This design comes from an exercise in tuning for small area, a short achievable clock period and few clock cycles per item on the open sky130 flow, not from production work.
Where RTL was checked, it was by simulation tests only, not by an equivalence proof against the original.

old:
Design k_nn, start of the top module:
module k_nn #(
    parameter NUMBER_ELEMENTS = 6,
    parameter DATA_WIDTH = 32,
    parameter CLASS_WIDTH = 8
)(
    input  wire                     clk,
    input  wire                     rst,  
    output reg                      m_axis_tvalid,
    input  wire                     m_axis_tready,
    output wire [DATA_WIDTH-1:0]    m_axis_tdata,
    output reg                      m_axis_tlast,
    input  wire                     s_axis_tvalid,
    output wire                     s_axis_tready,
    input  wire [DATA_WIDTH-1:0]    s_axis_tdata,
    input  wire                     s_axis_tlast,
    output wire [DATA_WIDTH-1:0]    distance_result
);
Settings: LEC_CHECK=0, ABC_CLOCK_PERIOD_IN_PS=1900, CAP_MARGIN=20, CORE_MARGIN=2, CORE_UTILIZATION=40, SLEW_MARGIN=20; clock period 9.0 ns.
standard.sh (not shown) runs the stock make flow with config.mk's settings and CLKGATE_MAP_FILE= SYNTH_SCRIPT=/design/flow/synth_recipe.tcl, a recipe that flattens the netlist after the stock synthesis.
==> flow/flow/run.sh <==
#!/bin/bash
# Standard ORFS layout (the standard.sh, unchanged synthesis), with the
# resizer's setup repair aimed below the 9 ns clock: repair_timing keeps
# working until setup slack reaches SETUP_SLACK_MARGIN.
set -euo pipefail
bash standard.sh SETUP_SLACK_MARGIN=${MARGIN:-5.5} finish > standard.log 2>&1
Testbench counts of old, summed over its fixed seeds: cycles 7,840, queries 1,280.
The inputs of new differ from those of old as listed below.
--- a/flow/flow/run.sh
+++ b/flow/flow/run.sh
@@ -5,2 +5,2 @@
 set -euo pipefail
-bash standard.sh SETUP_SLACK_MARGIN=${MARGIN:-5.5} finish > standard.log 2>&1
+bash standard.sh SETUP_SLACK_MARGIN=${MARGIN:-6.2} finish > standard.log 2>&1
### Flow results
Compared with old, in new core utilization went up 3.4 points, area taken by flip-flops and latches roughly the same, final design area excluding fillers picked up an extra 0.0039 sq mm, routed wire length went up by about 11%, detailed placer's ending HPWL rose 2.6%.
kx[1]$_SDFFE_PP0P_ as the launch point of the critical path was reported by new, and kx[2]$_SDFFE_PP0P_ by old.
old has a lower fraction of final layout cells with drive strength greater than 1 than new.
Cell depth of the worst flop-to-flop path (higher): new
From new to old, number of sequential cells did not move at all.

* * *

Setup of north:
Another version of the RTL of k_nn (not shown whole).
For scale: roughly 3500 cells after synthesis, about 830 flip-flops, ~100 I/O pins, about 45000 µm² of cells after synthesis.
make LEC_CHECK=0 ABC_CLOCK_PERIOD_IN_PS=1900 CAP_MARGIN=20 CORE_MARGIN=2 CORE_UTILIZATION=40 SETUP_SLACK_MARGIN=5 SLEW_MARGIN=20 finish   # period 9.0 ns
run.sh (not shown) runs the stock make flow with config.mk's settings and CLKGATE_MAP_FILE= SYNTH_SCRIPT=/design/flow/synth_recipe.tcl, a recipe that flattens the netlist after the stock synthesis.
Stock flow here: none of the scripts above is used.
### north -> south
Settings: SETUP_SLACK_MARGIN: 5 -> unset.
==> flow/flow/run.sh (new file) <==
#!/bin/bash
# Standard ORFS layout (the standard.sh, unchanged synthesis), with the
# resizer's setup repair aimed below the 9 ns clock: repair_timing keeps
# working until setup slack reaches SETUP_SLACK_MARGIN.
set -euo pipefail
bash standard.sh SETUP_SLACK_MARGIN=${MARGIN:-6.2} finish > standard.log 2>&1
==> flow/standard.sh (new file) <==
#!/bin/bash
# synth_recipe.tcl (not shown) runs the flow's synth.tcl, then flattens the netlist and writes it again
# the make line also repeats each setting of config.mk as NAME=value (left out here)
make -C /OpenROAD-flow-scripts/flow DESIGN_CONFIG=/design/flow/config.mk WORK_HOME=/design/flow/orfs CLKGATE_MAP_FILE= SYNTH_SCRIPT=/design/flow/synth_recipe.tcl "${@:-finish}"
removed: flow/run.sh
Findings:
On maximum frequency, south does better than north.
Summary of south over north: slack of the critical path increased by 0.37 ns relative to the old numbers, amount of wire on met3 after detailed routing higher.
Compared to north, south has signed area change from the synthesized netlist to the final layout 7.8 points higher.
Of south and north, the higher pin count of the biggest net entering global routing belongs to north.
For north, the slowest stage cell on the critical path was sky130_fd_sc_hd__dfxtp_2, unlike south, where it was sky130_fd_sc_hd__dfxtp_4.
No run of this note included a check of the RTL's function; only the layout flow was run.

* * *

run A:
RTL: one of the versions met above, not the one the previous note started from.
For scale: about 3600 cells after synthesis, ~0.046 mm^2 of cells after synthesis.
// k_nn
module k_nn #(
    parameter NUMBER_ELEMENTS = 6,
    parameter DATA_WIDTH = 32,
    parameter CLASS_WIDTH = 8
)(
    input  wire                     clk,
    input  wire                     rst,  
    output reg                      m_axis_tvalid,
    input  wire                     m_axis_tready,
    output wire [DATA_WIDTH-1:0]    m_axis_tdata,
    output reg                      m_axis_tlast,
    input  wire                     s_axis_tvalid,
    output wire                     s_axis_tready,
    input  wire [DATA_WIDTH-1:0]    s_axis_tdata,
    input  wire                     s_axis_tlast,
    output wire [DATA_WIDTH-1:0]    distance_result
);
Settings: LEC_CHECK=0, ABC_CLOCK_PERIOD_IN_PS=2500, CAP_MARGIN=20, CORE_MARGIN=2, CORE_UTILIZATION=40, SLEW_MARGIN=20; clock period 9.0 ns.
standard.sh (not shown) runs the stock make flow with config.mk's settings and CLKGATE_MAP_FILE= SYNTH_SCRIPT=/design/flow/synth_recipe.tcl, a recipe that flattens the netlist after the stock synthesis.
==> flow/flow/run.sh <==
#!/bin/bash
# Standard ORFS layout (the standard.sh, unchanged synthesis), with the
# resizer's setup repair aimed below the 9 ns clock: repair_timing keeps
# working until setup slack reaches SETUP_SLACK_MARGIN.
set -euo pipefail
bash standard.sh SETUP_SLACK_MARGIN=${MARGIN:-5.9} finish > standard.log 2>&1
In summary, run A completed successfully, with a layout that passed the timing, design-rule and antenna checks.
Testbench counts of run A, summed over its fixed seeds: cycles 7,840, queries 1,280.
What run B does differently from run A at the input level:
# run A
export LEC_CHECK = 0
export ABC_CLOCK_PERIOD_IN_PS = 2500
export CAP_MARGIN = 20
export CORE_MARGIN = 2
export CORE_UTILIZATION = 40
export SLEW_MARGIN = 20
create_clock -name core_clock -period 9.0 [get_ports {clk}]
# run B
export LEC_CHECK = 0
export ABC_CLOCK_PERIOD_IN_PS = 1900
export CAP_MARGIN = 20
export CORE_MARGIN = 2
export CORE_UTILIZATION = 40
export CTS_CLUSTER_DIAMETER = 120
export CTS_CLUSTER_SIZE = 26
export SLEW_MARGIN = 20
create_clock -name core_clock -period 9.0 [get_ports {clk}]
==> comparison <==
Taking run A as the reference, in run B delay contributed by the slowest stage of the critical path held; final instance count without filler cells down 110; count of vias placed by the detailed router lost 342.
Measured against run A, the total CTS buffers of run B comes out at 0.43 times the reference value.
Looking at final design utilization, run B sits 1.7 points below run A.
Summary of run B over run A: synthesized area barely changed; maximum frequency now larger.
### run B -> run C
# run B
export LEC_CHECK = 0
export ABC_CLOCK_PERIOD_IN_PS = 1900
export CAP_MARGIN = 20
export CORE_MARGIN = 2
export CORE_UTILIZATION = 40
export CTS_CLUSTER_DIAMETER = 120
export CTS_CLUSTER_SIZE = 26
export SLEW_MARGIN = 20
create_clock -name core_clock -period 9.0 [get_ports {clk}]
# run C
export LEC_CHECK = 0
export ABC_CLOCK_PERIOD_IN_PS = 1900
export CAP_MARGIN = 20
export CORE_MARGIN = 2
export CORE_UTILIZATION = 60
export PLACE_DENSITY = 0.75
export SLEW_MARGIN = 20
create_clock -name core_clock -period 9.0 [get_ports {clk}]
[summary]
Run C ends up with higher minimum period implied by the final worst setup slack than run B does. Run B reports its cell at the slowest stage of the critical path as sky130_fd_sc_hd__dfxtp_4 while run C reports sky130_fd_sc_hd__fa_1. Of the two values seen for launching element of the worst setup path, dist_calc.ax[12] was produced by run C and kx[5] by run B. Run C -> run B: multiplexer share of the synthesized area flat. Run C: met2 track demand over resource is 15 points higher than what run B reported. Run C vs. run B: non-clock buffer instance count of the final layout lower.
[inputs] run D vs run C
# run C
export LEC_CHECK = 0
export ABC_CLOCK_PERIOD_IN_PS = 1900
export CAP_MARGIN = 20
export CORE_MARGIN = 2
export CORE_UTILIZATION = 60
export PLACE_DENSITY = 0.75
export SLEW_MARGIN = 20
create_clock -name core_clock -period 9.0 [get_ports {clk}]
# run D
export LEC_CHECK = 0
export ABC_CLOCK_PERIOD_IN_PS = 1900
export CAP_MARGIN = 20
export CORE_MARGIN = 2
export CORE_UTILIZATION = 40
export SLEW_MARGIN = 20
create_clock -name core_clock -period 9.0 [get_ports {clk}]
==> run summary <==
- Run D: PASS, flow complete, no timing, DRC or antenna violations
- Worst hold slack of run C is on par with run D.
- Fmax: run D above run C
- Mean area per synthesized cell: run C vs run D identical
- Cell at the slowest stage of the critical path = sky130_fd_sc_hd__dfxtp_4: run D; cell at the slowest stage of the critical path = sky130_fd_sc_hd__fa_1: run C
Inputs modified between run D and run E:
# run D
export LEC_CHECK = 0
export ABC_CLOCK_PERIOD_IN_PS = 1900
export CAP_MARGIN = 20
export CORE_MARGIN = 2
export CORE_UTILIZATION = 40
export SLEW_MARGIN = 20
create_clock -name core_clock -period 9.0 [get_ports {clk}]
# run E
export LEC_CHECK = 0
export ABC_CLOCK_PERIOD_IN_PS = 1900
export CAP_MARGIN = 20
export CORE_MARGIN = 2
export CORE_UTILIZATION = 40
export CTS_CLUSTER_DIAMETER = 120
export CTS_CLUSTER_SIZE = 26
export SLEW_MARGIN = 20
create_clock -name core_clock -period 9.0 [get_ports {clk}]
diff --git a/flow/flow/run.sh b/flow/flow/run.sh
--- a/flow/flow/run.sh
+++ b/flow/flow/run.sh
@@ -6 +6 @@
-bash standard.sh SETUP_SLACK_MARGIN=${MARGIN:-5.9} finish > standard.log 2>&1
+bash standard.sh SETUP_SLACK_MARGIN=${MARGIN:-6.05} finish > standard.log 2>&1
[summary]
Final setup skew | run E above run D. The lower setup slack came out of run D. Between run E and run D, the average instance area after synthesis does not differ in any meaningful way. The fraction of layout cells with a size suffix above 1 in run E was higher than what run D gave. Run D and run E ended up with roughly the same met2 layer usage reported by global route. Between run E and run D, it is run E whose final area is lower, by about 2.3%. Of run D and run E, run D shows the higher sum of routed wire length over all layers, with run E below it. Run E ends up with lower overall track demand over capacity in global routing than run D does.

* * *

## 01-01
k_nn, a different RTL version from the one above (not shown whole).
Size: roughly 3,500 cells after synthesis, about 870 flip-flops, roughly 100 I/O pins, roughly 40,000 sq um of cells after synthesis.
==> flow/config.mk <==
export PLATFORM = sky130hd
export DESIGN_NAME = k_nn
export DESIGN_NICKNAME = k_nn
export VERILOG_FILES = /design/flow/design.v
export SDC_FILE = /design/flow/constraint.sdc
export NUM_CORES = 4
export LEC_CHECK = 0
export ABC_CLOCK_PERIOD_IN_PS = 1900
export CAP_MARGIN = 20
export CORE_MARGIN = 2
export CORE_UTILIZATION = 40
export CTS_CLUSTER_DIAMETER = 120
export CTS_CLUSTER_SIZE = 26
export SLEW_MARGIN = 20
==> flow/constraint.sdc <==
create_clock -name core_clock -period 9.0 [get_ports {clk}]
set_input_delay 1.8000 -clock core_clock [delete_from_list [all_inputs] [get_ports {clk}]]
set_output_delay 1.8000 -clock core_clock [all_outputs]
set_load 0.01 [all_outputs]
==> flow/flow/run.sh <==
#!/bin/bash
# Standard ORFS layout (the standard.sh, unchanged synthesis), with the
# resizer's setup repair aimed below the 9 ns clock: repair_timing keeps
# working until setup slack reaches SETUP_SLACK_MARGIN.
set -euo pipefail
bash standard.sh SETUP_SLACK_MARGIN=${MARGIN:-5.9} finish > standard.log 2>&1
Testbench counts of 01-01, summed over its fixed seeds: cycles 7,832, queries 1,280.
Input-level comparison between 03-13 and 01-01:
# 01-01
export LEC_CHECK = 0
export ABC_CLOCK_PERIOD_IN_PS = 1900
export CAP_MARGIN = 20
export CORE_MARGIN = 2
export CORE_UTILIZATION = 40
export CTS_CLUSTER_DIAMETER = 120
export CTS_CLUSTER_SIZE = 26
export SLEW_MARGIN = 20
create_clock -name core_clock -period 9.0 [get_ports {clk}]
# 03-13
export LEC_CHECK = 0
export ABC_CLOCK_PERIOD_IN_PS = 1900
export CAP_MARGIN = 20
export CELL_PAD_IN_SITES_DETAIL_PLACEMENT = 0
export CELL_PAD_IN_SITES_GLOBAL_PLACEMENT = 0
export CORE_MARGIN = 2
export CORE_UTILIZATION = 40
export CTS_CLUSTER_DIAMETER = 120
export CTS_CLUSTER_SIZE = 26
export SLEW_MARGIN = 20
create_clock -name core_clock -period 9.0 [get_ports {clk}]
==> comparison <==
- Diff 03-13..01-01 | final antenna diode count | unchanged
- Worst path buffer plus inverter count: 01-01 vs 03-13 — no meaningful difference
- Reported for 03-13 and 01-01, first-iteration DRC count turned out identical to the last digit.
- Comparing 01-01 against 03-13, there is no change at all in fraction of standard cell area in multi-input logic.
- Comparing 03-13 against 01-01, there is no change at all in count of cell types in the netlist.

static timing again, ports no longer ideal:
The results above use ideal ports. As a check the final layouts listed here were re-extracted and re-timed, cells and wires unchanged. Step 1 (the two cells are an assumption about what drives the block):
set clk [get_ports {clk}]
set_driving_cell -lib_cell sky130_fd_sc_hd__clkbuf_16 $clk
set_driving_cell -lib_cell sky130_fd_sc_hd__buf_2 [delete_from_list [all_inputs] $clk]
Step 2 adds t to the input delays and takes it off the output delays; t is the mean of the earliest and latest rising clock arrival at the registers after step 1. Input paths then give back, and output paths get back, about the clock's delay inside the block. Three values: no drivers, after step 1, after step 2; two values: the first two.
run | t, ns | slack for setup (ns) | worst slew at a driven data input, ns | pins driven straight from the clock port
old | 0.698 | 5.588 / 5.563 / 5.375 | 0.03 | 1
new | 0.727 | 5.886 / 5.880 / 5.642 | 0.04 | 1
north | 0.715 | 5.186 / 5.116 / 5.206 | 0.06 | 1
south | 0.719 | 5.560 / 5.521 / 5.560 | 0.07 | 1
run A | 0.704 | 5.886 / 5.886 / 5.388 | 0.04 | 1
run B | 0.665 | 5.897 / 5.897 / 5.388 | 0.04 | 1
run C | 0.702 | 5.871 / 5.871 / 5.390 | 0.03 | 1
run D | 0.704 | 5.886 / 5.886 / 5.388 | 0.04 | 1
run E | 0.674 | 5.895 / 5.895 / 5.657 | 0.04 | 1
01-01 | 0.672 | 5.910 / 5.869 / 5.335 | 0.06 | 1
03-13 | 0.672 | 5.910 / 5.869 / 5.335 | 0.06 | 1
After both steps setup and hold are still met in every run listed.
